This design comes from an exercise in tuning for small area and a short achievable clock period on the open sky130 flow, not from production work.
Power and IR drop assume default switching activity.

==> module RAM_slave, before the edit <==
module RAM_slave #(parameter ADDRESS=8, parameter DATA=8, parameter LOCATION=64)(
input PCLK,PRESETn,
input PENABLE,
input PWRITE,
input [ADDRESS-1:0] waddr,
input [ADDRESS-1:0] raddr,
input [DATA-1:0] pwdata,
output reg [DATA-1:0] rdata
);
reg [DATA-1:0] memory [0:63];
reg [7:0] w_row, w_bank;    
reg [DATA-1:0] wr_data_n;   
wire [7:0] w_row_d, w_bank_d;
onehot8 w_row_dec (.en(PENABLE & PWRITE & (waddr < LOCATION)), .a(waddr[2:0]), .y(w_row_d));
dec8 w_bank_dec (.a(waddr[5:3]), .y(w_bank_d));
always @(posedge PCLK or negedge PRESETn)
begin
if(!PRESETn)
w_row<=8'b0;
else
w_row<=w_row_d;
end
always @(posedge PCLK)
begin
w_bank<=w_bank_d;
wr_data_n<=~pwdata;
end
wire rd = PENABLE & ~PWRITE;
wire [7:0] r_row [0:DATA/2-1];
wire [7:0] r_bank;
onehot8 r_bank_dec (.en(rd & (raddr < LOCATION)), .a(raddr[5:3]), .y(r_bank));
genvar g, b;
generate
for (b=0; b<DATA/2; b=b+1) begin : rdec
dec8 r_row_dec (.a(raddr[2:0]), .y(r_row[b]));
end
for (g=0; g<64; g=g+1) begin : loc
wire [DATA-1:0] d;
ram_row_next #(.DATA(DATA)) nxt (.bank(w_bank[g/8]), .row(w_row[g%8]), .wd_n(wr_data_n), .q(memory[g]), .d(d));
always @(posedge PCLK or negedge PRESETn)
begin
if(!PRESETn)
memory[g]<='b0;
else
memory[g]<=d;
end
end
for (b=0; b<DATA; b=b+1) begin : rbit
wire [7:0] bank_data;
wire rnext;
for (g=0; g<8; g=g+1) begin : bank
sel8 s (.sel(r_row[b/2]), .d({memory[8*g+7][b], memory[8*g+6][b], memory[8*g+5][b], memory[8*g+4][b],
                         memory[8*g+3][b], memory[8*g+2][b], memory[8*g+1][b], memory[8*g][b]}),
        .y(bank_data[g]));
end
wire rsel;
sel8 s (.sel(r_bank), .d(bank_data), .y(rsel));
or_hold h (.a(rsel), .hold(~rd), .q(rdata[b]), .y(rnext));
always @(posedge PCLK or negedge PRESETn)
begin
if(!PRESETn)
rdata[b]<=1'b0;
else
rdata[b]<=rnext;
end
end
endgenerate
endmodule
==> module or_hold, before the edit <==
module or_hold (
input a,
input hold,
input q,
output y
);
assign y = a | (hold & q);
endmodule
Settings: LEC_CHECK=0, CAP_MARGIN=20, CORE_MARGIN=2, CORE_UTILIZATION=40, PLACE_DENSITY=0.6, SETUP_SLACK_MARGIN=2.8, SLEW_MARGIN=20, SYNTH_HIERARCHICAL=1, TNS_END_PERCENT=10; clock period 5.0 ns.
standard.sh (not shown) runs the stock make flow with config.mk's settings and CLKGATE_MAP_FILE= SYNTH_SCRIPT=/design/flow/synth_recipe.tcl, a recipe that flattens the netlist after the stock synthesis.
==> flow/flow/run.sh <==
#!/bin/bash
# The standard layout (standard.sh, synthesis unchanged) with three changes
# to how the layout is made:
#  - the resizer may pick any size of a cell, not only cells of the same footprint
#  - ports are buffered with buf_2 instead of the delay buffer buffer_ports picks
#  - larger clock-sink clusters and no CTS dummy loads
# Each tool's output stays in orfs/logs/; make's output goes to standard.log.
set -e
bash standard.sh \
  MATCH_CELL_FOOTPRINT=0 \
  "BUFFER_PORTS_ARGS=-buffer_cell sky130_fd_sc_hd__buf_2" \
  "CTS_ARGS=-sink_clustering_enable -repair_clock_nets -sink_clustering_size 25 -sink_clustering_max_diameter 100 -dont_use_dummy_load" \
  finish > standard.log 2>&1
The starting point ran to the end with no violations.
Then changed:
--- a/flow/design.v
+++ b/flow/design.v
@@ -27,27 +27,28 @@
 input [ADDRESS-1:0] raddr,
 input [DATA-1:0] pwdata,
 output reg [DATA-1:0] rdata
 );
 reg [DATA-1:0] memory [0:63];
-reg [7:0] w_row, w_bank;    
+reg wr_pend;
+reg [5:0] wr_addr;
 reg [DATA-1:0] wr_data_n;   
-wire [7:0] w_row_d, w_bank_d;
-onehot8 w_row_dec (.en(PENABLE & PWRITE & (waddr < LOCATION)), .a(waddr[2:0]), .y(w_row_d));
-dec8 w_bank_dec (.a(waddr[5:3]), .y(w_bank_d));
 always @(posedge PCLK or negedge PRESETn)
 begin
 if(!PRESETn)
-w_row<=8'b0;
+wr_pend<=1'b0;
 else
-w_row<=w_row_d;
+wr_pend<=PENABLE & PWRITE & (waddr < LOCATION);
 end
 always @(posedge PCLK)
 begin
-w_bank<=w_bank_d;
+wr_addr<=waddr[5:0];
 wr_data_n<=~pwdata;
 end
+wire [7:0] w_row, w_bank;
+onehot8 w_row_dec (.en(wr_pend), .a(wr_addr[2:0]), .y(w_row));
+dec8 w_bank_dec (.a(wr_addr[5:3]), .y(w_bank));
 wire rd = PENABLE & ~PWRITE;
 wire [7:0] r_row [0:DATA/2-1];
 wire [7:0] r_bank;
 onehot8 r_bank_dec (.en(rd & (raddr < LOCATION)), .a(raddr[5:3]), .y(r_bank));
 genvar g, b;
@@ -72,13 +73,11 @@
 for (g=0; g<8; g=g+1) begin : bank
 sel8 s (.sel(r_row[b/2]), .d({memory[8*g+7][b], memory[8*g+6][b], memory[8*g+5][b], memory[8*g+4][b],
                          memory[8*g+3][b], memory[8*g+2][b], memory[8*g+1][b], memory[8*g][b]}),
         .y(bank_data[g]));
 end
-wire rsel;
-sel8 s (.sel(r_bank), .d(bank_data), .y(rsel));
-or_hold h (.a(rsel), .hold(~rd), .q(rdata[b]), .y(rnext));
+sel8_hold s (.sel(r_bank), .d(bank_data), .hold(~rd), .q(rdata[b]), .y(rnext));
 always @(posedge PCLK or negedge PRESETn)
 begin
 if(!PRESETn)
 rdata[b]<=1'b0;
 else
@@ -127,17 +126,18 @@
 input [7:0] d,
 output y
 );
 assign y = |(sel & d);
 endmodule
-module or_hold (
-input a,
+module sel8_hold (
+input [7:0] sel,
+input [7:0] d,
 input hold,
 input q,
 output y
 );
-assign y = a | (hold & q);
+assign y = |(sel & d) | (hold & q);
 endmodule
 module apb_top #(parameter ADDRESS=8, parameter DATA =8, parameter LOCATION=64)(
 input PCLK,PRESETn,transfer,READ_WRITE,
 input [ADDRESS-1:0] apb_write_paddr,apb_read_paddr,
 input [DATA-1:0] apb_write_data,
=> The new run ran to the end with no violations; synthesized area went down by 0.90%; power went down by 1.7%; via count stays flat; clock skew went down by 0.065 ns; wire length went down by 3.2%; utilization went up by 0.35 points; first-iteration DRC count went down by 11%; non-clock buffer count went down by 2; worst setup slack loses 0.084 ns; synthesized cell count went down by 0.82%.
No run of this note included a check of the RTL's function; only the layout flow was run.

## what the ideal ports hide
No port has a modelled driver above. Below, the same layouts with a new extraction and two added sets of constraints. Step 1 assumes that a clkbuf_16 drives the clock port and a buf_2 every other input. Step 2 moves the port delays by t, midway between the first and last clock arrival at a register: inputs arrive t later, outputs are due t later. That takes back most of the time a late clock gives input paths. a / b / c = no drivers / after step 1 / after step 2; a / b = the first two.
| run | shift t [ns] | setup WS [ns] | latest minus earliest clock arrival (ns) | cell pins on the clock port's net |
|---|---|---|---|---|
| the first run | 0.624 | 2.735 / 2.699 / 2.116 | 0.092 / 0.092 | 1 |
| the second run | 0.633 | 2.652 / 2.652 / 2.057 | 0.027 / 0.027 | 1 |
After both steps every run listed still meets setup and hold. The setup slack of the first run, which loses most, moves by -0.036 ns with the drivers and by -0.619 ns with both steps.
